This is an optimization exercise on Yosys and OpenROAD, whose aim is small area, not a production implementation.
RTL that was checked went through simulation tests only; none was proved equivalent to the original.
No functional check of the RTL was part of runs 3 to 5.
Power figures rest on the tool's default switching activity, not on a simulated workload.

[design/flow/constraint.sdc]
create_clock -name core_clock -period 10.0 [get_ports {clk}]
set_input_delay 2.0000 -clock core_clock [delete_from_list [all_inputs] [get_ports {clk}]]
set_output_delay 2.0000 -clock core_clock [all_outputs]
set_load 0.01 [all_outputs]
[design/flow/design.v]
module top_module(
    input wire clk,
    input wire rst,                
    input wire speed_up_switch,
    input wire pause_button,
    input wire hour_inc_button,
    input wire hour_dec_button,
    input wire min_inc_button,
    input wire min_dec_button,
    input wire reset_switch,
    input wire [5:0] second_switches,
    output wire [6:0] segments,
    output wire [3:0] anodes,
    output wire [5:0] leds
);
    wire speed_up;
    wire enable;
    wire hour_inc, hour_dec, min_inc, min_dec;
    test_debouncer td(.clk(clk), .rst(rst), .switch(speed_up_switch), .speed_up(speed_up));
    enable_toggle_debouncer enable_debouncer(.clk(clk), .rst(rst), .button(pause_button), .enable(enable));
    debouncer hour_inc_debouncer(.clk(clk), .rst(rst), .PB(hour_inc_button), .PB_up(hour_inc));
    debouncer hour_dec_debouncer(.clk(clk), .rst(rst), .PB(hour_dec_button), .PB_up(hour_dec));
    debouncer min_inc_debouncer(.clk(clk), .rst(rst), .PB(min_inc_button), .PB_up(min_inc));
    debouncer min_dec_debouncer(.clk(clk), .rst(rst), .PB(min_dec_button), .PB_up(min_dec));
    display display_inst (
        .clk(clk), .rst(rst), .speed_up(speed_up), .enable(enable),
        .hour_inc(hour_inc), .hour_dec(hour_dec), .min_inc(min_inc), .min_dec(min_dec),
        .reset_switch(reset_switch), .second_switches(second_switches),
        .segments(segments), .anodes(anodes), .leds(leds)
    );
endmodule
module display(
    input wire clk,
    input wire rst,
    input wire speed_up,
    input wire enable,
    input wire hour_inc,
    input wire hour_dec,
    input wire min_inc,
    input wire min_dec,
    input wire reset_switch,
    input wire [5:0] second_switches,
    output reg [6:0] segments,
    output reg [3:0] anodes,
    output reg [5:0] leds
);
    localparam [9:0] R999 = 10'b1111010110;
    reg [1:0] hours_t;     
    reg [3:0] hours_u;     
    reg [2:0] minutes_t;   
    reg [3:0] minutes_u;   
    reg [7:0] seconds;
    reg [1:0] digit_select;
    reg [9:0] refresh_counter;
    reg [3:0] current_digit;
    wire one_second_pulse;
    reg prev_hour_inc, prev_hour_dec, prev_min_inc, prev_min_dec;
    reg prev_reset_switch;
    clock_divider clk_div(
        .clk(clk), .rst(rst), .speed_up(speed_up), .enable(enable),
        .one_second_pulse(one_second_pulse)
    );
    wire [6:0] seg;
    seven_segment_decoder decoder(.binary_input(current_digit), .segments(seg));
    wire clear = prev_reset_switch & reset_switch;
    wire sec_top = (seconds == 8'd59);
    wire mu9 = minutes_u[3] & minutes_u[0];
    wire mu0 = ~|minutes_u;
    wire mt5 = minutes_t[2] & minutes_t[0];
    wire mt0 = ~|minutes_t;
    wire hu9 = hours_u[3] & hours_u[0];
    wire hu0 = ~|hours_u;
    wire h23 = hours_t[1] & hours_u[1] & hours_u[0];
    wire h0 = ~|hours_t & hu0;
    wire roll = enable & one_second_pulse & sec_top;
    wire min_up = enable ? roll : prev_min_inc;
    wire min_dn = ~enable & ~prev_min_inc & prev_min_dec;
    wire hour_up = enable ? roll & mu9 & mt5 : prev_hour_inc;
    wire hour_dn = ~enable & ~prev_hour_inc & prev_hour_dec;
    always @(posedge clk) begin
        if (rst) begin
            minutes_u <= 0;
            minutes_t <= 0;
        end else if (min_up) begin
            minutes_u <= mu9 ? 4'd0 : minutes_u + 4'd1;
            if (mu9) minutes_t <= mt5 ? 3'd0 : minutes_t + 3'd1;
        end else if (min_dn) begin
            minutes_u <= mu0 ? 4'd9 : minutes_u - 4'd1;
            if (mu0) minutes_t <= mt0 ? 3'd5 : minutes_t - 3'd1;
        end else if (clear) begin
            minutes_u <= 0;
            minutes_t <= 0;
        end
    end
    always @(posedge clk) begin
        if (rst) begin
            hours_u <= 0;
            hours_t <= 0;
        end else if (hour_up) begin
            hours_u <= (h23 | hu9) ? 4'd0 : hours_u + 4'd1;
            hours_t <= h23 ? 2'd0 : hu9 ? hours_t + 2'd1 : hours_t;
        end else if (hour_dn) begin
            hours_u <= h0 ? 4'd3 : hu0 ? 4'd9 : hours_u - 4'd1;
            hours_t <= h0 ? 2'd2 : hu0 ? hours_t - 2'd1 : hours_t;
        end else if (clear) begin
            hours_u <= 0;
            hours_t <= 0;
        end
    end
    always @(posedge clk) begin
        if (rst)
            seconds <= 0;
        else if (~enable)
            seconds <= {2'b00, second_switches};
        else if (one_second_pulse)
            seconds <= sec_top ? 8'd0 : seconds + 8'd1;
        else if (clear)
            seconds <= 0;
    end
    always @(posedge clk) begin
        if (rst) begin
            prev_hour_inc <= 0;
            prev_hour_dec <= 0;
            prev_min_inc <= 0;
            prev_min_dec <= 0;
            prev_reset_switch <= 0;
        end else begin
            prev_hour_inc <= hour_inc;
            prev_hour_dec <= hour_dec;
            prev_min_inc <= min_inc;
            prev_min_dec <= min_dec;
            prev_reset_switch <= reset_switch;
        end
    end
    wire refresh_wrap = (refresh_counter == R999);
    always @(posedge clk) begin
        if (rst | refresh_wrap)
            refresh_counter <= 10'd1;
        else
            refresh_counter <= {refresh_counter[8:0], refresh_counter[9] ^ refresh_counter[6]};
        if (rst)
            digit_select <= 0;
        else if (refresh_wrap)
            digit_select <= digit_select + 2'd1;
    end
    always @(*) begin
        case (digit_select)
            2'b00: begin anodes = 4'b0111; current_digit = {2'b00, hours_t}; end
            2'b01: begin anodes = 4'b1011; current_digit = hours_u; end
            2'b10: begin anodes = 4'b1101; current_digit = {1'b0, minutes_t}; end
            2'b11: begin anodes = 4'b1110; current_digit = minutes_u; end
        endcase
        segments = seg;
        leds = seconds[5:0];
    end
endmodule
module clock_divider(
    input wire clk,
    input wire rst,
    input wire speed_up,
    input wire enable,
    output reg one_second_pulse
);
    localparam [15:0] E998   = 16'b0101010101101100;
    localparam [15:0] E999   = 16'b1010101011011001;
    localparam [15:0] E59999 = 16'b0111110110011110;
    reg [15:0] counter;
    reg speed_up_d;
    reg ge1000;
    wire low_zero = ~|counter[14:0];
    wire fb = counter[15] ^ counter[14] ^ counter[12] ^ counter[3] ^ low_zero;
    wire at_999 = (counter == E999);
    wire at_limit = speed_up_d ? at_999 : (counter == E59999);
    wire at_65535 = counter[15] & low_zero;
    wire adjust = speed_up_d & ~speed_up & ge1000;
    always @(posedge clk) begin
        speed_up_d <= ~rst & speed_up;
        one_second_pulse <= ~rst & enable & at_limit;
        if (rst) begin
            counter <= 16'd0;
            ge1000 <= 1'b0;
        end else if (enable) begin
            if (at_limit) begin
                counter <= 16'd0;
                ge1000 <= 1'b0;
            end else begin
                counter <= {counter[14:0], fb};
                if (at_65535)
                    ge1000 <= 1'b0;
                else if (at_999)
                    ge1000 <= 1'b1;
            end
        end else if (adjust) begin
            counter <= E998;
            ge1000 <= 1'b0;
        end
    end
endmodule
module debouncer(
    input clk,
    input rst,
    input PB,
    output PB_up
);
    reg PB_sync_0, PB_sync_1, PB_state;
    reg [9:0] PB_cnt;
    wire PB_idle = (PB_state == PB_sync_1);
    wire low_zero = ~|PB_cnt[8:0];
    wire PB_cnt_max = PB_cnt[9] & low_zero;
    wire fb = PB_cnt[9] ^ PB_cnt[6] ^ low_zero;
    always @(posedge clk) begin
        PB_sync_0 <= ~(rst | PB);
        PB_sync_1 <= ~rst & PB_sync_0;
        if (rst | PB_idle)
            PB_cnt <= 10'd0;
        else
            PB_cnt <= {PB_cnt[8:0], fb};
        if (rst)
            PB_state <= 1'b0;
        else if (PB_cnt_max)
            PB_state <= PB_sync_1;
    end
    assign PB_up = PB_cnt_max & PB_state & ~PB_sync_1;
endmodule
module enable_toggle_debouncer(
    input wire clk,
    input wire rst,
    input wire button,
    output reg enable
);
    wire up;
    reg up_d;
    debouncer db(.clk(clk), .rst(rst), .PB(button), .PB_up(up));
    always @(posedge clk) begin
        up_d <= ~rst & up;
        enable <= rst | (enable ^ up_d);
    end
endmodule
module seven_segment_decoder(
    input wire [3:0] binary_input,
    output wire [6:0] segments
);
    wire A = binary_input[3], B = binary_input[2], C = binary_input[1], D = binary_input[0];
    wire a = A | C | (B & D) | (~B & ~D);
    wire b = ~B | (~C & ~D) | (C & D);
    wire c = B | ~C | D;
    wire d = A | (~B & ~D) | (~B & C) | (C & ~D) | (B & ~C & D);
    wire e = (~B & ~D) | (C & ~D);
    wire f = A | (~C & ~D) | (B & ~C) | (B & ~D);
    wire g = A | (~B & C) | (B & ~C) | (C & ~D);
    assign segments = ~{g, f, e, d, c, b, a};
endmodule
module test_debouncer(
    input wire clk,
    input wire rst,
    input wire switch,
    output reg speed_up
);
    always @(posedge clk) speed_up <= ~rst & switch;
endmodule
[design/flow/run.sh]
#!/bin/bash
# synth_recipe.tcl (not shown) runs the flow's synth.tcl, then flattens the netlist and writes it again
# the make line also repeats each setting of config.mk as NAME=value (left out here)
make -C /OpenROAD-flow-scripts/flow DESIGN_CONFIG=/design/flow/config.mk WORK_HOME=/design/flow/orfs CLKGATE_MAP_FILE= SYNTH_SCRIPT=/design/flow/synth_recipe.tcl finish
[design/flow/config.mk]
export PLATFORM = sky130hd
export DESIGN_NAME = top_module
export DESIGN_NICKNAME = top_module
export VERILOG_FILES = /design/flow/design.v
export SDC_FILE = /design/flow/constraint.sdc
export NUM_CORES = 4
export LEC_CHECK = 0
export CAP_MARGIN = 20
export CORE_MARGIN = 2
export CORE_UTILIZATION = 40
export CTS_BUF_LIST = sky130_fd_sc_hd__clkbuf_4
export CTS_CLUSTER_DIAMETER = 100
export CTS_CLUSTER_SIZE = 30
export SLEW_MARGIN = 20
==> results of run 1 <==
final timing paths:
check | startpoint | endpoint | slack [ps] | depth (start not counted)
hold / removal | hour_inc_debouncer.PB_sync_0 | hour_inc_debouncer.PB_sync_1 | 450 | 1
setup / recovery | display_inst.digit_select[1] | segments[3] | 5060 | 8
hold reg to reg | hour_inc_debouncer.PB_sync_0 | hour_inc_debouncer.PB_sync_1 | 450 | 1
setup reg to reg | enable_debouncer.enable | display_inst.minutes_u[2] | 7020 | 5
cells in the mapped netlist, types with 15 or more instances:
| library cell | n |
|---|---|
| and2_1 | 53 |
| a21oi_1 | 28 |
| clkbuf_1 | 16 |
| ha_1 | 15 |
| nand3_1 | 16 |
| dfxtp_1 | 125 |
| nor3_1 | 35 |
| inv_1 | 21 |
| nand2_1 | 24 |
| o21ai_0 | 15 |
| xnor2_1 | 23 |
| nor2_1 | 59 |
registers in the layout (all words and copies together), names as in the netlist, 2 cells and up:
signal / count
display_inst.clk_div.counter: 16
display_inst.digit_select: 2
display_inst.hours_t: 2
display_inst.hours_u: 4
display_inst.minutes_t: 3
display_inst.minutes_u: 4
display_inst.refresh_counter: 10
display_inst.seconds: 8
enable_debouncer.db.PB_cnt: 10
hour_dec_debouncer.PB_cnt: 10
hour_inc_debouncer.PB_cnt: 10
min_dec_debouncer.PB_cnt: 10
min_inc_debouncer.PB_cnt: 10
worst max-delay path: stages, from the launching register on:
cell	delay (ps)
dfxtp_1	400
inv_1	80
ha_1	240
a22oi_1	210
o211ai_1	200
nor3_1	410
xnor2_1	120
nor3_1	190
clkdlybuf4s50_1	570
cell type report:
class / count / share of cell area (%)
multi-input combinational: 404 / 42.7
sequential: 125 / 41.8
timing repair buffer: 32 / 5.23
tap: 172 / 3.60
clock inverter: 15 / 3.22
clock buffer: 17 / 2.13
inverter: 21 / 1.32
kinds of logic after synthesis:
group	Yosys count	share of synthesized area (%)
compound gates	105	13.3
xor+xnor	24	3.99
fa+ha+maj	15	3.56
buf+inv	48	4.02
flops	125	47.5
mux	9	1.73
simple gates	251	25.9
routing by layer:
layer	routed length [µm]	track usage, %	vias up
li1	-	-	2102
met1	5050	20.7	1907
met2	4680	23.6	87
met3	525	5.21	8
met4	97	6.77	0
met5	0	0	-
power by group through the flow:
stage               logic [mW]  registers (mW)  clock network, mW
CTS                     0.0305           0.509              0.403
global route            0.0340           0.510              0.426
floorplan               0.0202           0.518                  0
global placement        0.0299           0.520                  0
finish                  0.0303           0.508              0.388
detailed placement      0.0303           0.520                  0
==> impl_metrics.py, run 1 <==
metrics = {
    "final_layout": {
        "layout_common_cells": "dfxtp_1, nor2_1, and2_1, nor3_1, clkdlybuf4s50_1",
        "final_common_cell": "dfxtp_1",
        "final_nets": 631,
        "fin_area_um2": 5980,
        "regArea_um2": 2500,
        "fill_cells": 1245,
        "area_growth_pct": 13.6,
        "drive_gt1_share_pct": 6.51,
        "final_cells": 786,
        "fin_util_pct": 47.0,
        "antenna_cells": 0,
        "multi_input_area_um2": 2550,
    },
    "clock_tree": {
        "ctsResizeCount": 0,
        "cts-root-buf": "clkbuf_4",
        "ctsHoldBuffers": 0,
        "max-clock-path-buffers": 2,
        "ctsHtreeMaxLevel": 4,
        "cts_sinks": 125,
        "worstSkewPairLatency_ps": 520,
        "cts_tree": "built",
        "postCtsSetupRepairBufs": 0,
        "cts_made_buffers": 17,
        "path_clk_slew_ps": 110,
    },
    "yosys": {
        "ys_types": 61,
        "synth_top_area_share_pct": 47.5,
        "yosys_warnings": 5,
        "synth_ff_type": "dfxtp_1",
        "ys_seq_area_share_pct": 47.5,
        "syn-num-nets": 607,
        "yosysTopAreaCell": "dfxtp_1",
        "avgSynthCellArea_um2": 9.12,
        "netlist_area_um2": 5270,
        "synth_seq_cells": 125,
        "synthArstFlopShare_pct": 0,
        "synthTopCellsByArea": "dfxtp_1, and2_1, nor2_1, xnor2_1, ha_1",
        "syn-instance-count": 577,
        "synth_edf_count": 0,
    },
    "route": {
        "dr.first_iter.drc_count": 274,
        "wl_per_cell_um": 13.2,
        "vias": 4104,
        "avgViaCountPerCell": 5.22,
        "routed_wl_um": 10300,
        "final_antenna_net_count": 0,
        "post-route-drc-count": 0,
        "drt_pass1_iterations": 5,
    },
    "timing": {
        "post-route-period-util_pct": 49.4,
        "hold_violations": 0,
        "max_freq_mhz": 202,
        "worst_slew_pin_slew_ps": 954,
        "slew-limit-headroom_pct": 35.9,
        "fin_setup_tns_ps": 0,
        "setup_ws_ps": 5060,
        "rsz0062_at_grt": "false",
        "fin_hold_ws_ps": 452,
        "final-setup-viol-count": 0,
        "final.min_clock_period_ps": 4940,
        "fin_skew_ps": 17.5,
        "drv_slew": 0,
    },
    "pwr": {
        "power_density_nw_per_um2": 155,
        "switching_power_mw": 0.211,
        "clkPwrFrac_pct": 41.9,
        "p_seq_share_pct": 54.9,
        "power.total_mw": 0.927,
        "peakVddDrop_mv": 0.109,
        "p_leak_nw": 2.22,
        "p_int_mw": 0.716,
        "p_comb_share_pct": 3.3,
        "switching_share_pct": 22.7,
    },
    "place": {
        "dpl.hpwl_um": 7110,
        "place_area_um2": 5660,
        "place.port_buffers": 31,
        "gp_congestion": 0.908,
        "dp_cells": 754,
        "place_ws_ps": 5660,
    },
    "die": {
        "rows": 41,
        "die_y_um": 119,
        "floorplan.initialDensity_pct": 41.4,
        "core_area_um2": 12700,
        "dieArea_um2": 14100,
        "die_x_um": 119,
        "ios": 32,
    },
    "global_route": {
        "track_usage_pct": 15.8,
        "gr-total-overflow": 0,
        "grt_pass1_wl_um": 18200,
        "antenna_found_initial": 0,
        "grt_pass1_vias": 3908,
        "grt_max_degree": 67,
    },
    "hold_path": {
        "hp-class": "register to register",
    },
    "run_status": {
        "status": "complete, no violations",
    },
    "setup_path": {
        "cp_max_fo": 5,
        "arrival_ps": 2940,
        "crit_required_ps": 8000,
        "crit_type": "register to output pin",
        "worstSetupStartpointType": "register",
        "crit_path_end_kind": "output pin",
    },
    "flow_run": {
        "cap_violations": 0,
    },
}
==> run 2: changes to the inputs <==
==> design/flow/flow/run.sh (new file) <==
#!/bin/bash
# Own layout flow: the standard ORFS flow with
#  - the standard synthesis script (synth_recipe.tcl) run unchanged, except that the
#    combinational logic is mapped with an area-oriented ABC script (flow/abc_area.script)
#    and adders are left to ABC (no separate half/full-adder extraction);
#  - ports buffered with the smallest buffer (buf_1);
#  - clock tree built from clkbuf_4 without dummy loads.
# Each tool's output goes to make.log / write_def.log here, and ORFS's per-step logs
# to orfs/logs/.
set -euo pipefail
W=$(pwd)
export BUFFER_PORTS_ARGS="-buffer_cell sky130_fd_sc_hd__buf_1"
export CTS_ARGS="-sink_clustering_enable -repair_clock_nets -buf_list sky130_fd_sc_hd__clkbuf_4 -sink_clustering_size 30 -sink_clustering_max_diameter 100 -dont_use_dummy_load"
KNOBS=()
while IFS= read -r line; do
  k=${line#export }; k=${k%% =*}; v=${line#*= }
  KNOBS+=("$k=$v")
done < <(grep -E '^export (CORE_UTILIZATION|CORE_MARGIN|CAP_MARGIN|SLEW_MARGIN|PLACE_DENSITY|DIE_AREA|CORE_AREA|CORE_ASPECT_RATIO|CTS_BUF_LIST|CTS_CLUSTER_SIZE|CTS_CLUSTER_DIAMETER) ' config.mk || true)
make -C "$FLOW_HOME" DESIGN_CONFIG="$W/config.mk" WORK_HOME="$W/orfs" CLKGATE_MAP_FILE= \
  ADDER_MAP_FILE= SYNTH_SCRIPT="$W/flow/synth.tcl" "${KNOBS[@]}" finish > "$W/make.log" 2>&1
R="$W/orfs/results/${FLOW_PLATFORM}/top_module/base"
: # left out here: write the final layout as DEF
==> design/flow/flow/abc_area.script (new file) <==
strash
dc2
&get -n
&dch -f
&nf -R 1000
&put
strash
dc2
&get -n
&dch -f
&nf -R 1000
&put
topo
==> design/flow/flow/synth.tcl (new file) <==
# The standard synthesis script, with ABC's mapping script replaced by an area one.
set own_abc_script [file join [file dirname [info script]] abc_area.script]
proc abc {args} {
  global own_abc_script
  set i [lsearch -exact $args -script]
  if {$i >= 0} { set args [lreplace $args $i [expr {$i + 1}] -script $own_abc_script] }
  yosys abc {*}$args
}
source [file join [file dirname [info script]] .. synth_recipe.tcl]
==> design/flow/standard.sh (new file) <==
#!/bin/bash
# synth_recipe.tcl (not shown) runs the flow's synth.tcl, then flattens the netlist and writes it again
# the make line also repeats each setting of config.mk as NAME=value (left out here)
make -C /OpenROAD-flow-scripts/flow DESIGN_CONFIG=/design/flow/config.mk WORK_HOME=/design/flow/orfs CLKGATE_MAP_FILE= SYNTH_SCRIPT=/design/flow/synth_recipe.tcl "${@:-finish}"
--- a/design/flow/config.mk
+++ b/design/flow/config.mk
@@ -8,7 +8,4 @@
 export CAP_MARGIN = 20
 export CORE_MARGIN = 2
 export CORE_UTILIZATION = 40
-export CTS_BUF_LIST = sky130_fd_sc_hd__clkbuf_4
-export CTS_CLUSTER_DIAMETER = 100
-export CTS_CLUSTER_SIZE = 30
 export SLEW_MARGIN = 20
removed: design/flow/run.sh
==> impl_metrics.py, run 2 <==
metrics = {
    "run_status": {
        "status": "complete, no violations",
    },
    "die": {
        "rows": 39,
        "die_x_um": 113,
        "die_y_um": 113,
        "ios": 32,
        "core_area_um2": 11500,
        "floorplan.initialDensity_pct": 41.3,
        "dieArea_um2": 12700,
    },
    "timing": {
        "worst_slew_pin_slew_ps": 1080,
        "fin_setup_tns_ps": 0,
        "final-setup-viol-count": 0,
        "post-route-period-util_pct": 44.2,
        "max_freq_mhz": 226,
        "slew-limit-headroom_pct": 27.1,
        "hold_violations": 0,
        "final.min_clock_period_ps": 4420,
        "drv_slew": 0,
        "fin_skew_ps": 27.6,
        "rsz0062_at_grt": "false",
    },
    "yosys": {
        "synth_top_area_share_pct": 52.8,
        "avgSynthCellArea_um2": 8.93,
        "synth_fa_ha_area_share_pct": 0,
        "ys_types": 41,
        "synth_commonest_cells": "dfxtp_1, nor2_1, and2_0",
        "synthArstFlopShare_pct": 0,
        "synth_ff_type": "dfxtp_1",
        "synth_xor_area_share_pct": 2.96,
        "synth_top_family_by_area": "simple AND/OR/NAND/NOR gates",
        "ys_seq_area_share_pct": 52.8,
        "synthMuxAreaShare_pct": 0.238,
        "yosysTopAreaCell": "dfxtp_1",
        "synthSimpleGateAreaFrac_pct": 29.9,
        "synth_most_common_cell": "dfxtp_1",
        "synthTopCellsByArea": "dfxtp_1, and2_0, nor2_1, nor3_1, a21oi_1",
        "synth_seq_cells": 125,
        "synth-compound-area-share_pct": 12.8,
        "synth_edf_count": 0,
        "netlist_area_um2": 4740,
        "syn-num-nets": 546,
        "syn-instance-count": 531,
        "yosys_warnings": 5,
    },
    "place": {
        "gp_congestion": 0.849,
        "place.port_buffers": 31,
        "dpl.hpwl_um": 6330,
        "place_area_um2": 5000,
    },
    "setup_path": {
        "critPathMostFrequentCell": "nor2_1",
        "crit_family": "simple AND/OR/NAND/NOR gates",
        "cp_max_fo": 7,
        "r2r-end": "display_inst.minutes_t[0]",
        "reg2reg_depth": 6,
        "arrival_ps": 2420,
        "crit_required_ps": 8000,
        "critPathSlowestCell": "a221oi_1",
        "cp_cell_sequence": "clkinv_1 -> and3_1 -> a221oi_1 -> nor2_1 -> nor2_1 -> and3b_1 -> buf_1",
        "worstSetupStartpointType": "register",
        "crit_type": "register to output pin",
        "crit_buf_inv": 2,
        "reg2reg_slack_ps": 7430,
        "crit_path_end_kind": "output pin",
        "cpPeakStageDelay_ps": 490,
        "r2r-start": "enable_debouncer.enable",
    },
    "hold_path": {
        "hp-class": "register to register",
        "holdPathStages": 1,
        "worstHoldStart": "min_inc_debouncer.PB_sync_0",
        "hold-path-endpoint": "min_inc_debouncer.PB_sync_1",
    },
    "global_route": {
        "grt_pass1_vias": 3594,
        "antenna_found_initial": 0,
        "gr-total-overflow": 0,
        "track_usage_pct": 16.0,
        "grt_pass1_wl_um": 16300,
        "grt_max_degree": 66,
    },
    "route": {
        "post-route-drc-count": 0,
        "drt_pass1_iterations": 5,
        "routed_wl_um": 9310,
        "avgViaCountPerCell": 5.20,
        "vias": 3731,
        "wl_per_cell_um": 13.0,
        "final_antenna_net_count": 0,
        "dr.first_iter.drc_count": 216,
    },
    "clock_tree": {
        "ctsHtreeMaxLevel": 4,
        "ctsHoldBuffers": 0,
        "cts-root-buf": "clkbuf_4",
        "cts_made_buffers": 17,
        "worstSkewPairLatency_ps": 510,
        "postCtsSetupRepairBufs": 0,
        "ctsResizeCount": 0,
        "max-clock-path-buffers": 2,
        "path_clk_slew_ps": 100,
        "cts_sinks": 125,
        "cts_tree": "built",
    },
    "final_layout": {
        "antenna_cells": 0,
        "largest_reg_flops": 16,
        "fin_area_um2": 5130,
        "drive_gt1_share_pct": 3.31,
        "regMostFlops": "display_inst.clk_div.counter",
        "layout_common_cells": "dfxtp_1, nor2_1, and2_0, nand2_1, nor3_1",
        "final_nets": 591,
        "final_common_cell": "dfxtp_1",
        "area_growth_pct": 8.16,
    },
    "pwr": {
        "peakVddDrop_mv": 0.0765,
        "power_density_nw_per_um2": 149,
        "p_leak_nw": 1.88,
    },
    "flow_run": {
        "cap_violations": 0,
    },
}
==> run 2: changes by cell type after synthesis, moves of 11 or more <==
cell / previous run / this run
and2_0: 0 / 58
and2_1: 53 / 0
nor2_1: 59 / 82
inv_1: 21 / 0
nand2_1: 24 / 41
clkbuf_1: 16 / 0
ha_1: 15 / 0
xnor2_1: 23 / 10
a21oi_1: 28 / 39
==> run 2: power by group <==
group          switching [mW]  internal, mW
clock                   0.147        0.0776
sequential            0.00602         0.504
combinational          0.0177        0.0124
total                   0.171         0.594
==> run 2: cells by family after synthesis <==
logic type / Yosys count
AOI/OAI and AO/OA: 98
DFF: 125
and+or+nand+nor: 280
buffers and inverters: 11
muxes: 1
xor gates and xnor gates: 16
==> run 2: area by class of cell <==
type,count,area [µm²]
clock buffers,17,128
fillers,1141,6340
inverters,5,18.8
multi-input cells,395,2170
flip-flops and latches,125,2500
well taps,143,179
repair buffers,32,125
==> run 2: worst max-delay path by stage <==
stage	endpoint	slack [ps]	start	cells after the start
2_1_floorplan	segments[6]	6390	display_inst.digit_select[1]	7
3_3_place_gp	segments[5]	6270	display_inst.digit_select[0]	7
3_5_place_dp	segments[5]	6110	display_inst.digit_select[0]	7
4_1_cts	segments[5]	5520	display_inst.digit_select[0]	7
5_1_grt	segments[5]	5270	display_inst.digit_select[0]	7
6_report	segments[5]	5580	display_inst.digit_select[0]	7
==> run 2: metal layers <==
layer / routed length (µm) / GRT usage, %
met1: 4730 / 20.4
met2: 4000 / 24.8
met5: 0 / 0
met3: 409 / 5.03
met4: 166 / 7.40
==> run 2: through the flow <==
| step | hold slack, ps | total power [mW] | utilization, % | instances | setup WS, ps |
|---|---|---|---|---|---|
| after floorplan | 412 | 0.539 | - | 531 | 6390 |
| after global placement | 419 | 0.551 | 43.6 | 700 | 6270 |
| after detailed placement | 431 | 0.552 | 43.6 | 700 | 6110 |
| after CTS | 433 | 0.778 | 44.7 | 717 | 5520 |
| after global routing | 439 | 0.807 | 44.7 | 717 | 5270 |
| final | 431 | 0.765 | 44.7 | 717 | 5580 |
==> run 3: changes to the inputs <==
--- a/design/flow/design.v
+++ b/design/flow/design.v
@@ -44,15 +44,15 @@
     output reg [3:0] anodes,
     output reg [5:0] leds
 );
-    localparam [9:0] R999 = 10'b1111010110;
-    reg [1:0] hours_t;     
-    reg [3:0] hours_u;     
-    reg [2:0] minutes_t;   
-    reg [3:0] minutes_u;   
+    localparam [9:0] R999 = 10'b1001101110;
+    reg [1:0] hours_t;
+    reg [4:0] hours_u;
+    reg [2:0] minutes_t;
+    reg [4:0] minutes_u;
     reg [7:0] seconds;
     reg [1:0] digit_select;
     reg [9:0] refresh_counter;
-    reg [3:0] current_digit;
+    reg [4:0] current_digit;
     wire one_second_pulse;
     reg prev_hour_inc, prev_hour_dec, prev_min_inc, prev_min_dec;
     reg prev_reset_switch;
@@ -64,14 +64,13 @@
     seven_segment_decoder decoder(.binary_input(current_digit), .segments(seg));
     wire clear = prev_reset_switch & reset_switch;
     wire sec_top = (seconds == 8'd59);
-    wire mu9 = minutes_u[3] & minutes_u[0];
-    wire mu0 = ~|minutes_u;
-    wire mt5 = minutes_t[2] & minutes_t[0];
-    wire mt0 = ~|minutes_t;
-    wire hu9 = hours_u[3] & hours_u[0];
-    wire hu0 = ~|hours_u;
-    wire h23 = hours_t[1] & hours_u[1] & hours_u[0];
-    wire h0 = ~|hours_t & hu0;
+    wire mu9 = minutes_u[4] & ~minutes_u[3];
+    wire mu0 = ~minutes_u[4] & ~minutes_u[0];
+    wire mt5 = minutes_t[2] & ~minutes_t[1];
+    wire hu9 = hours_u[4] & ~hours_u[3];
+    wire hu0 = ~hours_u[4] & ~hours_u[0];
+    wire h23 = hours_t[1] & hours_u[2];             
+    wire h0 = ~hours_t[0] & hu0;
     wire roll = enable & one_second_pulse & sec_top;
     wire min_up = enable ? roll : prev_min_inc;
     wire min_dn = ~enable & ~prev_min_inc & prev_min_dec;
@@ -82,11 +81,11 @@
             minutes_u <= 0;
             minutes_t <= 0;
         end else if (min_up) begin
-            minutes_u <= mu9 ? 4'd0 : minutes_u + 4'd1;
-            if (mu9) minutes_t <= mt5 ? 3'd0 : minutes_t + 3'd1;
+            minutes_u <= {minutes_u[3:0], ~minutes_u[4]};
+            if (mu9) minutes_t <= {minutes_t[1:0], ~minutes_t[2]};
         end else if (min_dn) begin
-            minutes_u <= mu0 ? 4'd9 : minutes_u - 4'd1;
-            if (mu0) minutes_t <= mt0 ? 3'd5 : minutes_t - 3'd1;
+            minutes_u <= {~minutes_u[0], minutes_u[4:1]};
+            if (mu0) minutes_t <= {~minutes_t[0], minutes_t[2:1]};
         end else if (clear) begin
             minutes_u <= 0;
             minutes_t <= 0;
@@ -97,11 +96,21 @@
             hours_u <= 0;
             hours_t <= 0;
         end else if (hour_up) begin
-            hours_u <= (h23 | hu9) ? 4'd0 : hours_u + 4'd1;
-            hours_t <= h23 ? 2'd0 : hu9 ? hours_t + 2'd1 : hours_t;
+            if (h23) begin
+                hours_u <= 0;
+                hours_t <= 0;
+            end else begin
+                hours_u <= {hours_u[3:0], ~hours_u[4]};
+                if (hu9) hours_t <= {hours_t[0], 1'b1};
+            end
         end else if (hour_dn) begin
-            hours_u <= h0 ? 4'd3 : hu0 ? 4'd9 : hours_u - 4'd1;
-            hours_t <= h0 ? 2'd2 : hu0 ? hours_t - 2'd1 : hours_t;
+            if (h0) begin
+                hours_u <= 5'b00111;
+                hours_t <= 2'b11;
+            end else begin
+                hours_u <= {~hours_u[0], hours_u[4:1]};
+                if (hu0) hours_t <= {1'b0, hours_t[1]};
+            end
         end else if (clear) begin
             hours_u <= 0;
             hours_t <= 0;
@@ -133,21 +142,21 @@
         end
     end
     wire refresh_wrap = (refresh_counter == R999);
-    always @(posedge clk) begin
-        if (rst | refresh_wrap)
-            refresh_counter <= 10'd1;
-        else
-            refresh_counter <= {refresh_counter[8:0], refresh_counter[9] ^ refresh_counter[6]};
+    wire refresh_clr = rst | refresh_wrap;
+    always @(posedge clk) begin
+        refresh_counter <= ~({refresh_counter[8:0], refresh_counter[9] ^ refresh_counter[6]} | {10{refresh_clr}});
         if (rst)
             digit_select <= 0;
         else if (refresh_wrap)
             digit_select <= digit_select + 2'd1;
     end
+    wire [4:0] mt_code = {minutes_t[2] & ~minutes_t[1], minutes_t[2] & ~minutes_t[0], minutes_t[2],
+                          minutes_t[1] | minutes_t[2], minutes_t[0] | minutes_t[2]};
     always @(*) begin
         case (digit_select)
-            2'b00: begin anodes = 4'b0111; current_digit = {2'b00, hours_t}; end
+            2'b00: begin anodes = 4'b0111; current_digit = {3'b000, hours_t}; end
             2'b01: begin anodes = 4'b1011; current_digit = hours_u; end
-            2'b10: begin anodes = 4'b1101; current_digit = {1'b0, minutes_t}; end
+            2'b10: begin anodes = 4'b1101; current_digit = mt_code; end
             2'b11: begin anodes = 4'b1110; current_digit = minutes_u; end
         endcase
         segments = seg;
@@ -237,18 +246,21 @@
     end
 endmodule
 module seven_segment_decoder(
-    input wire [3:0] binary_input,
+    input wire [4:0] binary_input,
     output wire [6:0] segments
 );
-    wire A = binary_input[3], B = binary_input[2], C = binary_input[1], D = binary_input[0];
-    wire a = A | C | (B & D) | (~B & ~D);
-    wire b = ~B | (~C & ~D) | (C & D);
-    wire c = B | ~C | D;
-    wire d = A | (~B & ~D) | (~B & C) | (C & ~D) | (B & ~C & D);
-    wire e = (~B & ~D) | (C & ~D);
-    wire f = A | (~C & ~D) | (B & ~C) | (B & ~D);
-    wire g = A | (~B & C) | (B & ~C) | (C & ~D);
-    assign segments = ~{g, f, e, d, c, b, a};
+    wire [4:0] q = binary_input;
+    wire d1 = q[0] & ~q[1];
+    wire d4 = q[3] & ~q[4];
+    wire d7 = q[2] & ~q[1];
+    wire a = d1 | d4;                                   
+    wire b = q[4] & q[1];                               
+    wire c = q[1] & ~q[2];                              
+    wire d = d1 | d4 | d7;                              
+    wire e = d1 | (q[2] & q[0]) | d7 | (q[4] & ~q[3]);  
+    wire f = (q[0] & ~q[3]) | d7;                       
+    wire g = ~q[1] & (~q[4] | q[2]);                    
+    assign segments = {g, f, e, d, c, b, a};
 endmodule
 module test_debouncer(
     input wire clk,
==> design/flow/flow/run.sh (replaced) <==
#!/bin/bash
# Own layout flow: the standard ORFS flow with
#  - the standard synthesis script (synth_recipe.tcl) run unchanged, except that the
#    combinational logic is mapped with an area-oriented ABC script (flow/abc_area.script)
#    and adders are left to ABC (no separate half/full-adder extraction);
#  - ports buffered with the smallest buffer (buf_1);
#  - clock tree built without dummy loads, from the buffers in CTS_BUF_LIST.
# Each tool's output goes to make.log / write_def.log here, and ORFS's per-step logs
# to orfs/logs/.
set -euo pipefail
W=$(pwd)
export BUFFER_PORTS_ARGS="-buffer_cell sky130_fd_sc_hd__buf_1"
KNOBS=()
while IFS= read -r line; do
  k=${line#export }; k=${k%% =*}; v=${line#*= }
  KNOBS+=("$k=$v")
done < <(grep -E '^export (CORE_UTILIZATION|CORE_MARGIN|CAP_MARGIN|SLEW_MARGIN|PLACE_DENSITY|DIE_AREA|CORE_AREA|CORE_ASPECT_RATIO|CTS_BUF_LIST|CTS_CLUSTER_SIZE|CTS_CLUSTER_DIAMETER) ' config.mk || true)
cfg() { grep -E "^export $1 = " config.mk | head -n 1 | sed -e "s/^export $1 = //"; }
CTS_BUFS=$(cfg CTS_BUF_LIST); CTS_BUFS=${CTS_BUFS:-sky130_fd_sc_hd__clkbuf_4}
CTS_SIZE=$(cfg CTS_CLUSTER_SIZE); CTS_SIZE=${CTS_SIZE:-30}
CTS_DIAM=$(cfg CTS_CLUSTER_DIAMETER); CTS_DIAM=${CTS_DIAM:-100}
export CTS_ARGS="-sink_clustering_enable -repair_clock_nets -buf_list {$CTS_BUFS} -sink_clustering_size $CTS_SIZE -sink_clustering_max_diameter $CTS_DIAM -dont_use_dummy_load"
make -C "$FLOW_HOME" DESIGN_CONFIG="$W/config.mk" WORK_HOME="$W/orfs" CLKGATE_MAP_FILE= \
  ADDER_MAP_FILE= SYNTH_SCRIPT="$W/flow/synth.tcl" "${KNOBS[@]}" finish > "$W/make.log" 2>&1
R="$W/orfs/results/${FLOW_PLATFORM}/top_module/base"
: # left out here: write the final layout as DEF
--- a/design/flow/config.mk
+++ b/design/flow/config.mk
@@ -8,4 +8,7 @@
 export CAP_MARGIN = 20
 export CORE_MARGIN = 2
 export CORE_UTILIZATION = 40
+export CTS_BUF_LIST = sky130_fd_sc_hd__clkbuf_16
+export CTS_CLUSTER_DIAMETER = 200
+export CTS_CLUSTER_SIZE = 70
 export SLEW_MARGIN = 20
==> impl_metrics.py, run 3 <==
metrics = {
    "run_status": {
        "status": "complete, no violations",
    },
    "clock_tree": {
        "cts_made_buffers": 17,
        "ctsHtreeMaxLevel": 4,
        "cts_tree": "built",
        "cts-root-buf": "clkbuf_16",
        "ctsResizeCount": 0,
        "postCtsSetupRepairBufs": 0,
        "cts_sinks": 127,
        "worstSkewPairLatency_ps": 400,
        "path_clk_slew_ps": 50,
        "max-clock-path-buffers": 2,
        "ctsHoldBuffers": 0,
    },
    "yosys": {
        "synth_top_area_share_pct": 54.3,
        "yosysTopAreaCell": "dfxtp_1",
        "synthArstFlopShare_pct": 0,
        "yosys_warnings": 5,
        "synth_ff_type": "dfxtp_1",
        "synthTopCellsByArea": "dfxtp_1, and2_0, nor2_1, a21oi_1, nor3_1",
        "synth_commonest_cells": "dfxtp_1, nor2_1, and2_0",
        "ys_types": 37,
        "synth_seq_cells": 127,
        "synth_most_common_cell": "dfxtp_1",
        "avgSynthCellArea_um2": 8.99,
        "syn-instance-count": 521,
        "synth_edf_count": 0,
        "ys_seq_area_share_pct": 54.3,
        "syn-num-nets": 536,
        "netlist_area_um2": 4690,
    },
    "die": {
        "die_x_um": 112,
        "die_y_um": 112,
        "rows": 39,
        "core_area_um2": 11400,
        "ios": 32,
        "floorplan.initialDensity_pct": 41.0,
        "dieArea_um2": 12600,
    },
    "pwr": {
        "peakVddDrop_mv": 0.116,
        "power_density_nw_per_um2": 192,
        "power.total_mw": 1.02,
        "p_leak_nw": 1.98,
    },
    "final_layout": {
        "layout_common_cells": "dfxtp_1, nor2_1, and2_0, nand2_1, a21oi_1",
        "drive_gt1_share_pct": 3.41,
        "area_growth_pct": 13.5,
        "final_common_cell": "dfxtp_1",
        "final_nets": 574,
        "fin_area_um2": 5320,
        "final_cells": 700,
        "fin_util_pct": 46.6,
        "largest_reg_flops": 16,
        "antenna_cells": 0,
        "regMostFlops": "display_inst.clk_div.counter",
    },
    "setup_path": {
        "reg2reg_slack_ps": 7060,
        "crit_type": "register to output pin",
        "reg2reg_depth": 6,
        "path_depth": 6,
        "crit_required_ps": 8000,
        "crit_path_end_kind": "output pin",
        "crit_buf_inv": 1,
        "worstSetupStartpointType": "register",
        "cp_max_fo": 10,
        "cp_cell_sequence": "and2_0 -> a221oi_1 -> nor2_1 -> o22ai_1 -> nand2b_1 -> buf_1",
        "critPathSlowestCell": "a221oi_1",
        "crit_family": "compound AO/OA/AOI/OAI gates",
        "r2r-start": "enable_debouncer.enable",
        "cpPeakStageDelay_ps": 530,
        "r2r-end": "display_inst.minutes_t[2]",
        "arrival_ps": 2190,
    },
    "place": {
        "dp_cells": 683,
        "place.port_buffers": 31,
        "dpl.hpwl_um": 6090,
        "place_area_um2": 4890,
        "place_ws_ps": 6250,
        "gp_congestion": 0.820,
    },
    "timing": {
        "post-route-period-util_pct": 41.9,
        "drv_slew": 0,
        "slew-limit-headroom_pct": 45.1,
        "setup_ws_ps": 5810,
        "hold_violations": 0,
        "fin_skew_ps": 15.8,
        "worst_slew_pin_slew_ps": 815,
        "max_freq_mhz": 239,
        "fin_setup_tns_ps": 0,
        "fin_hold_ws_ps": 415,
        "final-setup-viol-count": 0,
        "final.min_clock_period_ps": 4190,
        "rsz0062_at_grt": "false",
    },
    "flow_run": {
        "cap_violations": 0,
    },
    "hold_path": {
        "hold-path-endpoint": "display_inst.refresh_counter[9]",
        "worstHoldStart": "display_inst.refresh_counter[8]",
        "holdPathStages": 1,
        "hp-class": "register to register",
    },
    "route": {
        "drt_pass1_iterations": 4,
        "wl_per_cell_um": 12.9,
        "dr.first_iter.drc_count": 258,
        "avgViaCountPerCell": 5.21,
        "final_antenna_net_count": 0,
        "routed_wl_um": 9020,
        "vias": 3650,
        "post-route-drc-count": 0,
    },
    "global_route": {
        "grt_pass1_wl_um": 15800,
        "track_usage_pct": 15.4,
        "antenna_found_initial": 0,
        "grt_max_degree": 67,
        "gr-total-overflow": 0,
        "grt_pass1_vias": 3457,
    },
}
==> run 3: cell types whose count changed after synthesis, sizes merged, moves of 4 or more <==
cell,before,now
and2,58,51
buf,6,13
nor3,41,34
clkinv,5,11
xor2,6,1
a211oi,10,6
a222oi,0,4
==> run 3: area by class of cell <==
cell class | instances | area (µm²)
fillers | 1100 | 6100
well taps | 143 | 179
inverters | 11 | 41.3
repair buffers | 32 | 125
flip-flops and latches | 127 | 2540
clock buffers | 17 | 425
multi-input cells | 370 | 2000
==> run 3: per-layer routing <==
layer	track usage, %	part of all wire (%)
met1	20.2	50
met5	0	0
met4	6.34	1.0
met2	23.0	45
met3	5.56	4.1
==> run 3: worst max-delay path by stage <==
| stage | slack (ps) | from | endpoint |
|---|---|---|---|
| 2_1_floorplan | 6540 | display_inst.digit_select[1] | segments[3] |
| 3_3_place_gp | 6360 | display_inst.digit_select[1] | segments[3] |
| 3_5_place_dp | 6250 | display_inst.digit_select[0] | segments[3] |
| 4_1_cts | 5820 | display_inst.digit_select[0] | segments[3] |
| 5_1_grt | 5620 | display_inst.digit_select[0] | segments[3] |
| 6_report | 5810 | display_inst.digit_select[0] | segments[3] |
==> run 3: report_power, final <==
part           internal (mW)  total [mW]  switching (mW)
Combinational         0.0111      0.0281          0.0171
Clock                  0.292       0.471           0.178
Sequential             0.516       0.523         0.00675
Total                  0.820        1.02           0.202
==> run 3: kinds of logic after synthesis <==
| family | Yosys count | synth area share [%] |
|---|---|---|
| simple gates | 259 | 27.6 |
| flops | 127 | 54.3 |
| compound gates | 103 | 13.7 |
| buf+inv | 24 | 2.96 |
| xor+xnor | 8 | 1.50 |
==> run 4: changes to the inputs <==
--- a/design/flow/config.mk
+++ b/design/flow/config.mk
@@ -8,7 +8,7 @@
 export CAP_MARGIN = 20
 export CORE_MARGIN = 2
 export CORE_UTILIZATION = 40
-export CTS_BUF_LIST = sky130_fd_sc_hd__clkbuf_16
-export CTS_CLUSTER_DIAMETER = 200
-export CTS_CLUSTER_SIZE = 70
+export CTS_BUF_LIST = sky130_fd_sc_hd__clkbuf_8
+export CTS_CLUSTER_DIAMETER = 100
+export CTS_CLUSTER_SIZE = 30
 export SLEW_MARGIN = 20
==> impl_metrics.py, run 4 <==
metrics = {
    "setup_path": {
        "cpPeakStageDelay_ps": 530,
        "critPathSlowestCell": "a221oi_1",
        "cp_max_fo": 10,
        "reg2reg_depth": 6,
        "crit_required_ps": 8000,
        "arrival_ps": 2210,
        "worstSetupStartpointType": "register",
        "crit_path_end_kind": "output pin",
        "cp_cell_sequence": "and2_0 -> a221oi_1 -> nor2_1 -> o22ai_1 -> nand2b_1 -> buf_1",
        "crit_type": "register to output pin",
    },
    "yosys": {
        "ys_seq_area_share_pct": 54.3,
        "synth_xor_area_share_pct": 1.50,
        "synth_top_area_share_pct": 54.3,
        "synthMuxAreaShare_pct": 0,
        "synthSimpleGateAreaFrac_pct": 27.6,
        "syn-num-nets": 536,
        "avgSynthCellArea_um2": 8.99,
        "yosysTopAreaCell": "dfxtp_1",
        "synthTopCellsByArea": "dfxtp_1, and2_0, nor2_1, a21oi_1, nor3_1",
        "synth_most_common_cell": "dfxtp_1",
        "synth_commonest_cells": "dfxtp_1, nor2_1, and2_0",
        "synth_ff_type": "dfxtp_1",
        "synthArstFlopShare_pct": 0,
        "ys_types": 37,
        "synth_fa_ha_area_share_pct": 0,
        "synth_edf_count": 0,
        "synth-compound-area-share_pct": 13.7,
        "synth_seq_cells": 127,
        "netlist_area_um2": 4690,
        "yosys_warnings": 5,
        "syn-instance-count": 521,
        "synth_top_family_by_area": "simple AND/OR/NAND/NOR gates",
    },
    "clock_tree": {
        "ctsHtreeMaxLevel": 4,
        "cts_sinks": 127,
        "cts_tree": "built",
        "cts_made_buffers": 17,
        "cts-root-buf": "clkbuf_8",
        "ctsResizeCount": 0,
        "max-clock-path-buffers": 2,
        "path_clk_slew_ps": 70,
        "worstSkewPairLatency_ps": 430,
        "ctsHoldBuffers": 0,
        "postCtsSetupRepairBufs": 0,
    },
    "die": {
        "floorplan.initialDensity_pct": 41.0,
        "die_y_um": 112,
        "dieArea_um2": 12600,
        "core_area_um2": 11400,
        "die_x_um": 112,
        "rows": 39,
        "ios": 32,
    },
    "timing": {
        "post-route-period-util_pct": 42.1,
        "final-setup-viol-count": 0,
        "hold_violations": 0,
        "slew-limit-headroom_pct": 43.5,
        "fin_skew_ps": 23.2,
        "fin_setup_tns_ps": 0,
        "final.min_clock_period_ps": 4210,
        "rsz0062_at_grt": "false",
        "worst_slew_pin_slew_ps": 839,
        "max_freq_mhz": 238,
        "drv_slew": 0,
    },
    "route": {
        "wl_per_cell_um": 12.8,
        "final_antenna_net_count": 0,
        "post-route-drc-count": 0,
        "avgViaCountPerCell": 5.20,
        "drt-met1-wl_um": 4530,
        "vias": 3643,
        "routed_wl_um": 8990,
        "dr.first_iter.drc_count": 238,
        "highest_layer": "met4",
        "wl_met3_um": 337,
        "drt_pass1_iterations": 6,
        "wl_met2_um": 4000,
    },
    "final_layout": {
        "area_growth_pct": 9.40,
        "regMostFlops": "display_inst.clk_div.counter",
        "final_cells": 700,
        "final_nets": 574,
        "final_common_cell": "dfxtp_1",
        "drive_gt1_share_pct": 3.41,
        "fin_area_um2": 5130,
        "layout_common_cells": "dfxtp_1, nor2_1, and2_0, nand2_1, a21oi_1",
        "fill_cells": 1124,
        "antenna_cells": 0,
        "fin_util_pct": 44.9,
        "largest_reg_flops": 16,
    },
    "global_route": {
        "antenna_found_initial": 0,
        "gr-total-overflow": 0,
        "grt_max_degree": 67,
        "track_usage_pct": 15.3,
        "grt_pass1_wl_um": 15700,
        "grt_pass1_vias": 3444,
    },
    "place": {
        "place.port_buffers": 31,
        "dpl.hpwl_um": 6090,
        "dp_cells": 683,
        "gp_congestion": 0.820,
        "place_area_um2": 4890,
    },
    "run_status": {
        "status": "complete, no violations",
    },
    "pwr": {
        "p_leak_nw": 1.90,
        "power_density_nw_per_um2": 167,
        "power.total_mw": 0.857,
        "peakVddDrop_mv": 0.0720,
    },
    "flow_run": {
        "cap_violations": 0,
    },
    "hold_path": {
        "hp-class": "register to register",
        "holdPathStages": 1,
    },
}
[run 4: cell counts after synthesis]
Identical to the previous run, type by type.
[run 4: area by class of cell]
class	count	area, µm²	share of cell area (%)
inverters	11	41.3	0.805
flip-flops and latches	127	2540	49.6
multi-input cells	370	2000	39.1
well taps	143	179	3.49
clock buffers	17	234	4.56
repair buffers	32	125	2.44
[run 4: critical path: cells and delay by family, from the launching register on]
| kind | cells | cell delay [ps] |
|---|---|---|
| AO/OA/AOI/OAI | 2 | 720 |
| buffers and inverters | 1 | 150 |
| flip-flops | 1 | 370 |
| AND/OR/NAND/NOR | 3 | 550 |
[run 4: final timing paths]
kind / start / endpoint / slack, ps
min reg2reg: display_inst.refresh_counter[7] / display_inst.refresh_counter[8] / 410
max: display_inst.digit_select[0] / segments[3] / 5790
min: display_inst.refresh_counter[7] / display_inst.refresh_counter[8] / 410
max reg2reg: enable_debouncer.enable / display_inst.minutes_t[2] / 7070
[run 4: routing by layer]
metal	GRT usage [%]	vias up
met4	6.42	0
met1	20.1	1687
met5	0	-
met3	4.91	10
met2	23.2	66
li1	-	1880
[run 4: cells by family (layout without fill, tap and decap cells)]
kind of cell / after synthesis / count (layout)
buffers and inverters: 24 / 60
AO/OA/AOI/OAI: 103 / 103
flip-flops: 127 / 127
AND/OR/NAND/NOR: 259 / 259
XOR/XNOR: 8 / 8
[run 4: where the power goes]
part           internal [mW]  switching (mW)
registers              0.515         0.00669
clock network          0.149           0.158
logic                 0.0111          0.0171
total                  0.675           0.182
[run 4: through the flow]
stage                     setup slack [ps]  hold slack, ps
after global placement                6360             396
final                                 5790             410
after detailed placement              6250             399
after CTS                             5780             408
after floorplan                       6540             385
after global routing                  5590             416
==> run 5: changes to the inputs <==
--- a/design/flow/design.v
+++ b/design/flow/design.v
@@ -170,38 +170,39 @@
     input wire enable,
     output reg one_second_pulse
 );
-    localparam [15:0] E998   = 16'b0101010101101100;
-    localparam [15:0] E999   = 16'b1010101011011001;
-    localparam [15:0] E59999 = 16'b0111110110011110;
-    reg [15:0] counter;
+    localparam [6:0] A0 = 7'b0100001;
+    localparam [9:0] B0 = 10'b0000000001;
+    localparam [9:0] E998 = 10'b1111101011;
+    reg [6:0] a;
+    reg [9:0] b;
     reg speed_up_d;
-    reg ge1000;
-    wire low_zero = ~|counter[14:0];
-    wire fb = counter[15] ^ counter[14] ^ counter[12] ^ counter[3] ^ low_zero;
-    wire at_999 = (counter == E999);
-    wire at_limit = speed_up_d ? at_999 : (counter == E59999);
-    wire at_65535 = counter[15] & low_zero;
-    wire adjust = speed_up_d & ~speed_up & ge1000;
+    wire a_zero = ~a[1] & ~a[2] & ~a[3] & ~a[4];            
+    wire a_59 = ~a[0] & ~a[2] & ~a[4] & ~a[6];
+    wire a_65 = a[1] & a[2] & a[3] & a[4] & a[5];
+    wire b_999 = ~b[0] & b[1] & b[2] & ~b[3] & b[4] & ~b[5] & b[6] & b[7] & b[8] & b[9];
+    wire b_535 = b[0] & b[1] & b[2] & b[3] & ~b[4] & ~b[5] & b[6] & b[7] & b[8] & ~b[9];
+    wire at_limit = b_999 & (speed_up_d ? a_zero : a_59);   
+    wire at_65535 = a_65 & b_535;
+    wire adjust = speed_up_d & ~speed_up & ~a_zero;         
     always @(posedge clk) begin
         speed_up_d <= ~rst & speed_up;
         one_second_pulse <= ~rst & enable & at_limit;
         if (rst) begin
-            counter <= 16'd0;
-            ge1000 <= 1'b0;
+            a <= A0;
+            b <= B0;
         end else if (enable) begin
-            if (at_limit) begin
-                counter <= 16'd0;
-                ge1000 <= 1'b0;
+            if (at_limit | at_65535) begin
+                a <= A0;
+                b <= B0;
+            end else if (b_999) begin
+                a <= {a[5:0], a[6] ^ a[5]};
+                b <= B0;
             end else begin
-                counter <= {counter[14:0], fb};
-                if (at_65535)
-                    ge1000 <= 1'b0;
-                else if (at_999)
-                    ge1000 <= 1'b1;
+                b <= {b[8:0], b[9] ^ b[6]};
             end
         end else if (adjust) begin
-            counter <= E998;
-            ge1000 <= 1'b0;
+            a <= A0;
+            b <= E998;
         end
     end
 endmodule
--- a/design/flow/flow/run.sh
+++ b/design/flow/flow/run.sh
@@ -15,11 +15,13 @@
   k=${line#export }; k=${k%% =*}; v=${line#*= }
   KNOBS+=("$k=$v")
 done < <(grep -E '^export (CORE_UTILIZATION|CORE_MARGIN|CAP_MARGIN|SLEW_MARGIN|PLACE_DENSITY|DIE_AREA|CORE_AREA|CORE_ASPECT_RATIO|CTS_BUF_LIST|CTS_CLUSTER_SIZE|CTS_CLUSTER_DIAMETER) ' config.mk || true)
-cfg() { grep -E "^export $1 = " config.mk | head -n 1 | sed -e "s/^export $1 = //"; }
+cfg() { grep -E "^export $1 = " config.mk | head -n 1 | sed -e "s/^export $1 = //" || true; }
 CTS_BUFS=$(cfg CTS_BUF_LIST); CTS_BUFS=${CTS_BUFS:-sky130_fd_sc_hd__clkbuf_4}
 CTS_SIZE=$(cfg CTS_CLUSTER_SIZE); CTS_SIZE=${CTS_SIZE:-30}
 CTS_DIAM=$(cfg CTS_CLUSTER_DIAMETER); CTS_DIAM=${CTS_DIAM:-100}
-export CTS_ARGS="-sink_clustering_enable -repair_clock_nets -buf_list {$CTS_BUFS} -sink_clustering_size $CTS_SIZE -sink_clustering_max_diameter $CTS_DIAM -dont_use_dummy_load"
+CTS_ROOT=""
+ROOT_ARG=""; [ -n "$CTS_ROOT" ] && ROOT_ARG="-root_buf $CTS_ROOT"
+export CTS_ARGS="$ROOT_ARG -sink_clustering_enable -repair_clock_nets -buf_list {$CTS_BUFS} -sink_clustering_size $CTS_SIZE -sink_clustering_max_diameter $CTS_DIAM -dont_use_dummy_load"
 make -C "$FLOW_HOME" DESIGN_CONFIG="$W/config.mk" WORK_HOME="$W/orfs" CLKGATE_MAP_FILE= \
   ADDER_MAP_FILE= SYNTH_SCRIPT="$W/flow/synth.tcl" "${KNOBS[@]}" finish > "$W/make.log" 2>&1
 R="$W/orfs/results/${FLOW_PLATFORM}/top_module/base"
--- a/design/flow/config.mk
+++ b/design/flow/config.mk
@@ -8,7 +8,7 @@
 export CAP_MARGIN = 20
 export CORE_MARGIN = 2
 export CORE_UTILIZATION = 40
-export CTS_BUF_LIST = sky130_fd_sc_hd__clkbuf_8
+export CTS_BUF_LIST = sky130_fd_sc_hd__clkbuf_4
 export CTS_CLUSTER_DIAMETER = 100
-export CTS_CLUSTER_SIZE = 30
+export CTS_CLUSTER_SIZE = 60
 export SLEW_MARGIN = 20
==> impl_metrics.py, run 5 <==
metrics = {
    "clock_tree": {
        "ctsResizeCount": 0,
        "worstSkewPairLatency_ps": 510,
        "postCtsSetupRepairBufs": 0,
        "cts-root-buf": "clkbuf_4",
        "ctsHoldBuffers": 0,
        "max-clock-path-buffers": 2,
        "ctsHtreeMaxLevel": 4,
        "cts_sinks": 127,
        "cts_made_buffers": 17,
        "path_clk_slew_ps": 110,
        "cts_tree": "built",
    },
    "flow_run": {
        "cap_violations": 0,
    },
    "hold_path": {
        "worstHoldStart": "display_inst.refresh_counter[0]",
        "holdPathStages": 1,
        "hp-class": "register to register",
        "hold-path-endpoint": "display_inst.refresh_counter[1]",
    },
    "route": {
        "post-route-drc-count": 0,
        "final_antenna_net_count": 0,
        "avgViaCountPerCell": 5.18,
        "dr.first_iter.drc_count": 290,
        "vias": 3563,
        "drt_pass1_iterations": 5,
        "routed_wl_um": 8650,
        "wl_per_cell_um": 12.6,
    },
    "setup_path": {
        "crit_path_end_kind": "output pin",
        "cp_max_fo": 8,
        "crit_required_ps": 8000,
        "reg2reg_slack_ps": 7090,
        "arrival_ps": 2270,
        "crit_type": "register to output pin",
        "reg2reg_depth": 6,
        "worstSetupStartpointType": "register",
        "crit_start": "display_inst.digit_select[0]",
        "r2r-start": "enable_debouncer.enable",
        "r2r-end": "display_inst.minutes_t[2]",
    },
    "place": {
        "gp_congestion": 0.854,
        "dpl.hpwl_um": 5950,
        "dp_cells": 671,
        "place_ws_ps": 6180,
        "place.port_buffers": 31,
    },
    "die": {
        "die_y_um": 112,
        "dieArea_um2": 12600,
        "floorplan.initialDensity_pct": 41.0,
        "rows": 39,
        "ios": 32,
        "core_area_um2": 11400,
        "die_x_um": 112,
    },
    "timing": {
        "fin_skew_ps": 30.0,
        "final-setup-viol-count": 0,
        "hold_violations": 0,
        "final.min_clock_period_ps": 4270,
        "worst_slew_pin_slew_ps": 995,
        "slew-limit-headroom_pct": 33.0,
        "rsz0062_at_grt": "false",
        "max_freq_mhz": 234,
        "post-route-period-util_pct": 42.7,
        "drv_slew": 0,
        "fin_setup_tns_ps": 0,
        "setup_ws_ps": 5730,
    },
    "yosys": {
        "netlist_area_um2": 4680,
        "synth_ff_type": "dfxtp_1",
        "syn-instance-count": 509,
        "synth_edf_count": 0,
        "synth_top_family_by_area": "simple AND/OR/NAND/NOR gates",
        "syn-num-nets": 524,
        "synthSimpleGateAreaFrac_pct": 27.3,
        "synth_top_area_share_pct": 54.4,
        "ys_seq_area_share_pct": 54.4,
        "synth_seq_cells": 127,
        "ys_types": 41,
        "avgSynthCellArea_um2": 9.19,
        "yosys_warnings": 5,
        "synthTopCellsByArea": "dfxtp_1, and2_0, nor2_1, nor3_1, a21oi_1",
        "yosysTopAreaCell": "dfxtp_1",
        "synth_xor_area_share_pct": 1.50,
        "synth_commonest_cells": "dfxtp_1, nor2_1, and2_0",
        "synth_fa_ha_area_share_pct": 0,
        "synthArstFlopShare_pct": 0,
        "synth-compound-area-share_pct": 13.8,
        "synth_most_common_cell": "dfxtp_1",
        "synthMuxAreaShare_pct": 0,
    },
    "pwr": {
        "p_leak_nw": 1.79,
        "power_density_nw_per_um2": 154,
        "peakVddDrop_mv": 0.0810,
    },
    "final_layout": {
        "fin_util_pct": 43.9,
        "area_growth_pct": 7.14,
        "final_nets": 562,
        "antenna_cells": 0,
        "final_common_cell": "dfxtp_1",
        "final_cells": 688,
        "layout_common_cells": "dfxtp_1, nor2_1, and2_0, nor3_1, a21oi_1",
        "drive_gt1_share_pct": 3.49,
    },
    "global_route": {
        "gr-total-overflow": 0,
        "grt_pass1_wl_um": 15400,
        "antenna_found_initial": 0,
        "grt_max_degree": 62,
        "grt_pass1_vias": 3358,
        "track_usage_pct": 14.8,
    },
    "run_status": {
        "status": "complete, no violations",
    },
}
run 5: changes by cell type after synthesis, moves of 3 or more:
cell | previous run | this run
nor2_1 | 80 | 70
nor3_1 | 34 | 41
a31oi_1 | 6 | 3
a311oi_1 | 0 | 3
a21oi_1 | 38 | 34
a22oi_1 | 12 | 3
nand3_1 | 6 | 2
or2_0 | 2 | 5
or4_1 | 0 | 3
and3_1 | 12 | 6
nand2_1 | 39 | 33
o21a_1 | 0 | 3
a22o_1 | 0 | 5
run 5: worst max-delay path by stage:
| stage | to | slack (ps) | cells past startpoint |
|---|---|---|---|
| 3_3_place_gp | display_inst.clk_div.a[6] | 6280 | 6 |
| 4_1_cts | segments[4] | 5710 | 8 |
| 5_1_grt | segments[4] | 5470 | 8 |
| 2_1_floorplan | segments[4] | 6440 | 8 |
| 6_report | segments[4] | 5730 | 8 |
| 3_5_place_dp | display_inst.clk_div.a[3] | 6180 | 6 |
run 5: cell families after synthesis:
family | Yosys count
DFF | 127
AOI/OAI and AO/OA | 99
buffers and inverters | 26
and+or+nand+nor | 249
xor gates and xnor gates | 8
run 5: layout make-up:
cell class              instances  area [µm²]
multi-input cells             356        1990
flip-flops and latches        127        2540
fillers                      1153        6410
inverters                      13        48.8
clock buffers                  17         128
repair buffers                 32         125
well taps                     143         179
run 5: report_power, final:
group	total [mW]	internal [mW]	switching, mW
Sequential	0.521	0.514	0.00633
Clock	0.227	0.0777	0.149
Combinational	0.0265	0.00992	0.0166
Total	0.774	0.602	0.172
run 5: metal layers:
| metal | vias up | wire (µm) | GRT usage (%) |
|---|---|---|---|
| met5 | - | 0 | 0 |
| met4 | 0 | 85 | 5.77 |
| met3 | 8 | 417 | 5.45 |
| met2 | 70 | 3700 | 22.0 |
| met1 | 1628 | 4450 | 19.8 |
| li1 | 1857 | - | - |
run 5: stage by stage:
step	total power, mW	cell area (µm²)	hold slack [ps]
floorplan	0.548	4680	383
global placement	0.558	4880	398
detailed placement	0.559	4880	404
CTS	0.787	5010	422
global route	0.817	5010	435
finish	0.774	5010	415
run 5: worst max-delay path, stage by stage, from the launching register on:
cell	delay [ps]
dfxtp_1	440
nor2b_1	310
clkinv_1	150
nor2_1	110
o22ai_1	120
o21a_1	150
nor2b_1	150
o211ai_1	170
buf_1	170
==> run 6: changes to the inputs <==
--- a/design/flow/design.v
+++ b/design/flow/design.v
@@ -127,19 +127,11 @@
             seconds <= 0;
     end
     always @(posedge clk) begin
-        if (rst) begin
-            prev_hour_inc <= 0;
-            prev_hour_dec <= 0;
-            prev_min_inc <= 0;
-            prev_min_dec <= 0;
-            prev_reset_switch <= 0;
-        end else begin
-            prev_hour_inc <= hour_inc;
-            prev_hour_dec <= hour_dec;
-            prev_min_inc <= min_inc;
-            prev_min_dec <= min_dec;
-            prev_reset_switch <= reset_switch;
-        end
+        prev_hour_inc <= hour_inc;
+        prev_hour_dec <= hour_dec;
+        prev_min_inc <= min_inc;
+        prev_min_dec <= min_dec;
+        prev_reset_switch <= reset_switch;
     end
     wire refresh_wrap = (refresh_counter == R999);
     wire refresh_clr = rst | refresh_wrap;
@@ -185,7 +177,7 @@
     wire at_65535 = a_65 & b_535;
     wire adjust = speed_up_d & ~speed_up & ~a_zero;         
     always @(posedge clk) begin
-        speed_up_d <= ~rst & speed_up;
+        speed_up_d <= speed_up;    
         one_second_pulse <= ~rst & enable & at_limit;
         if (rst) begin
             a <= A0;
@@ -269,5 +261,5 @@
     input wire switch,
     output reg speed_up
 );
-    always @(posedge clk) speed_up <= ~rst & switch;
-endmodule
+    always @(posedge clk) speed_up <= switch;
+endmodule
--- a/design/flow/config.mk
+++ b/design/flow/config.mk
@@ -9,6 +9,4 @@
 export CORE_MARGIN = 2
 export CORE_UTILIZATION = 40
 export CTS_BUF_LIST = sky130_fd_sc_hd__clkbuf_4
-export CTS_CLUSTER_DIAMETER = 100
-export CTS_CLUSTER_SIZE = 60
 export SLEW_MARGIN = 20
==> impl_metrics.py, run 6 <==
metrics = {
    "hold_path": {
        "hp-class": "register to register",
        "holdPathStages": 0,
    },
    "setup_path": {
        "worstSetupStartpointType": "register",
        "r2r-start": "display_inst.seconds[0]",
        "cp_max_fo": 8,
        "cp_cell_sequence": "and2_0 -> a221oi_1 -> nor2_1 -> o2bb2ai_1 -> nand2b_1 -> buf_1",
        "r2r-end": "display_inst.hours_t[1]",
        "crit_path_end_kind": "output pin",
        "reg2reg_depth": 13,
        "critPathSlowestCell": "a221oi_1",
        "arrival_ps": 2280,
        "crit_type": "register to output pin",
        "crit_required_ps": 8000,
    },
    "final_layout": {
        "final_common_cell": "dfxtp_1",
        "area_growth_pct": 7.25,
        "fin_util_pct": 43.7,
        "final_cells": 680,
        "antenna_cells": 0,
    },
    "yosys": {
        "netlist_area_um2": 4610,
        "synth_edf_count": 0,
        "yosysTopAreaCell": "dfxtp_1",
        "yosys_warnings": 5,
        "synth-compound-area-share_pct": 13.4,
        "synthMuxAreaShare_pct": 0,
        "synth_most_common_cell": "dfxtp_1",
        "synth_ff_type": "dfxtp_1",
        "synthTopCellsByArea": "dfxtp_1, and2_0, nor2_1, nor3_1, nand2_1",
        "syn-num-nets": 516,
        "synth_commonest_cells": "dfxtp_1, nor2_1, and2_0",
        "synth_top_area_share_pct": 55.1,
        "synth_seq_cells": 127,
        "synthSimpleGateAreaFrac_pct": 26.4,
        "synthArstFlopShare_pct": 0,
    },
    "timing": {
        "final-setup-viol-count": 0,
        "slew-limit-headroom_pct": 31.2,
        "final.min_clock_period_ps": 4280,
        "fin_setup_tns_ps": 0,
        "max_freq_mhz": 234,
        "post-route-period-util_pct": 42.8,
        "fin_skew_ps": 30.2,
    },
    "route": {
        "avgViaCountPerCell": 5.16,
        "post-route-drc-count": 0,
        "final_antenna_net_count": 0,
        "vias": 3510,
        "drt_pass1_iterations": 5,
        "wl_per_cell_um": 12.7,
        "routed_wl_um": 8620,
    },
    "die": {
        "floorplan.initialDensity_pct": 40.7,
        "ios": 32,
        "rows": 39,
        "die_y_um": 111,
        "die_x_um": 111,
    },
    "global_route": {
        "grt_max_degree": 59,
        "track_usage_pct": 14.9,
        "gr-total-overflow": 0,
        "grt_pass1_vias": 3352,
        "antenna_found_initial": 0,
    },
    "clock_tree": {
        "ctsResizeCount": 0,
        "worstSkewPairLatency_ps": 500,
        "ctsHtreeMaxLevel": 4,
        "cts_made_buffers": 17,
        "cts_tree": "built",
        "postCtsSetupRepairBufs": 0,
        "max-clock-path-buffers": 2,
    },
    "pwr": {
        "peakVddDrop_mv": 0.0764,
        "p_leak_nw": 1.81,
    },
    "run_status": {
        "status": "complete, no violations",
    },
    "place": {
        "place.port_buffers": 31,
        "dpl.hpwl_um": 5940,
        "gp_congestion": 0.824,
        "dp_cells": 663,
    },
}
==> run 6: metrics by stage <==
| step | instance area, µm² | worst slack, ps | total power [mW] | hold slack [ps] |
|---|---|---|---|---|
| floorplan | 4610 | 6530 | 0.544 | 347 |
| global placement | 4820 | 6380 | 0.554 | 362 |
| detailed placement | 4820 | 6260 | 0.555 | 360 |
| CTS | 4940 | 5690 | 0.779 | 400 |
| global route | 4940 | 5530 | 0.804 | 429 |
| finish | 4940 | 5720 | 0.766 | 399 |
==> run 6: cell type report <==
class                           count  area, µm²
Fill cell                        1161       6380
Sequential cell                   127       2540
Multi-Input combinational cell    346       1910
Tap cell                          143        179
Clock buffer                       17        128
Timing Repair Buffer               32        125
Inverter                           15       56.3
==> run 6: worst max path at each step <==
| stage | startpoint | to | slack (ps) | cells after the start |
|---|---|---|---|---|
| 2_1_floorplan | display_inst.digit_select[0] | segments[3] | 6530 | 6 |
| 3_3_place_gp | display_inst.digit_select[0] | segments[3] | 6380 | 6 |
| 3_5_place_dp | display_inst.digit_select[0] | segments[3] | 6260 | 6 |
| 4_1_cts | display_inst.digit_select[0] | segments[3] | 5690 | 6 |
| 5_1_grt | display_inst.digit_select[0] | segments[3] | 5530 | 6 |
| 6_report | display_inst.digit_select[0] | segments[3] | 5720 | 6 |
==> run 6: logic make-up after synthesis <==
group / after synthesis
AOI/OAI and AO/OA: 94
xor gates and xnor gates: 9
buffers and inverters: 28
DFF: 127
and+or+nand+nor: 243
==> run 6: report_power, final <==
group / total, mW / internal, mW / leakage, nW / switching [mW]
clock: 0.223 / 0.0777 / 0.0782 / 0.145
combinational: 0.0238 / 0.00863 / 0.703 / 0.0151
sequential: 0.519 / 0.514 / 1.03 / 0.00532
total: 0.766 / 0.600 / 1.81 / 0.166
==> run 6: per-layer routing <==
metal,GRT usage [%],part of all wire [%]
met1,19.5,50
met2,22.6,44
met3,4.95,4.8
met4,6.26,1.2
met5,0,0
==> run 6: worst max-delay path: cells and delay by family, from the launching register on <==
family	cells	cell delay, ps
AO/OA/AOI/OAI	2	730
buffers and inverters	1	150
flip-flops	1	360
AND/OR/NAND/NOR	3	550

[afterwards: timing with drivers on the ports]
The flow's constraints put no driver on any port. The routed layouts listed below were extracted and timed again, unchanged, in two steps. Step 1 sets driving cells, clkbuf_16 on the clock port and buf_2 on the other inputs (assumed; they add their load-dependent delay and slew). Step 2 times the ports against the registers' clock, not the clock port: input delays grow and output delays shrink by t, the midpoint of the rising clock arrivals with the driver on. a / b / c = no drivers / after step 1 / after step 2; a / b = the first two.
run | shift t [ns] | setup WS [ns]
run 1 | 0.548 | 5.057 / 5.024 / 5.572
run 2 | 0.534 | 5.579 / 5.546 / 6.080
run 3 | 0.434 | 5.809 / 5.770 / 6.204
run 4 | 0.449 | 5.795 / 5.761 / 6.210
run 5 | 0.526 | 5.726 / 5.694 / 6.200
run 6 | 0.516 | 5.724 / 5.692 / 6.209
After both steps setup and hold are still met in every run listed.
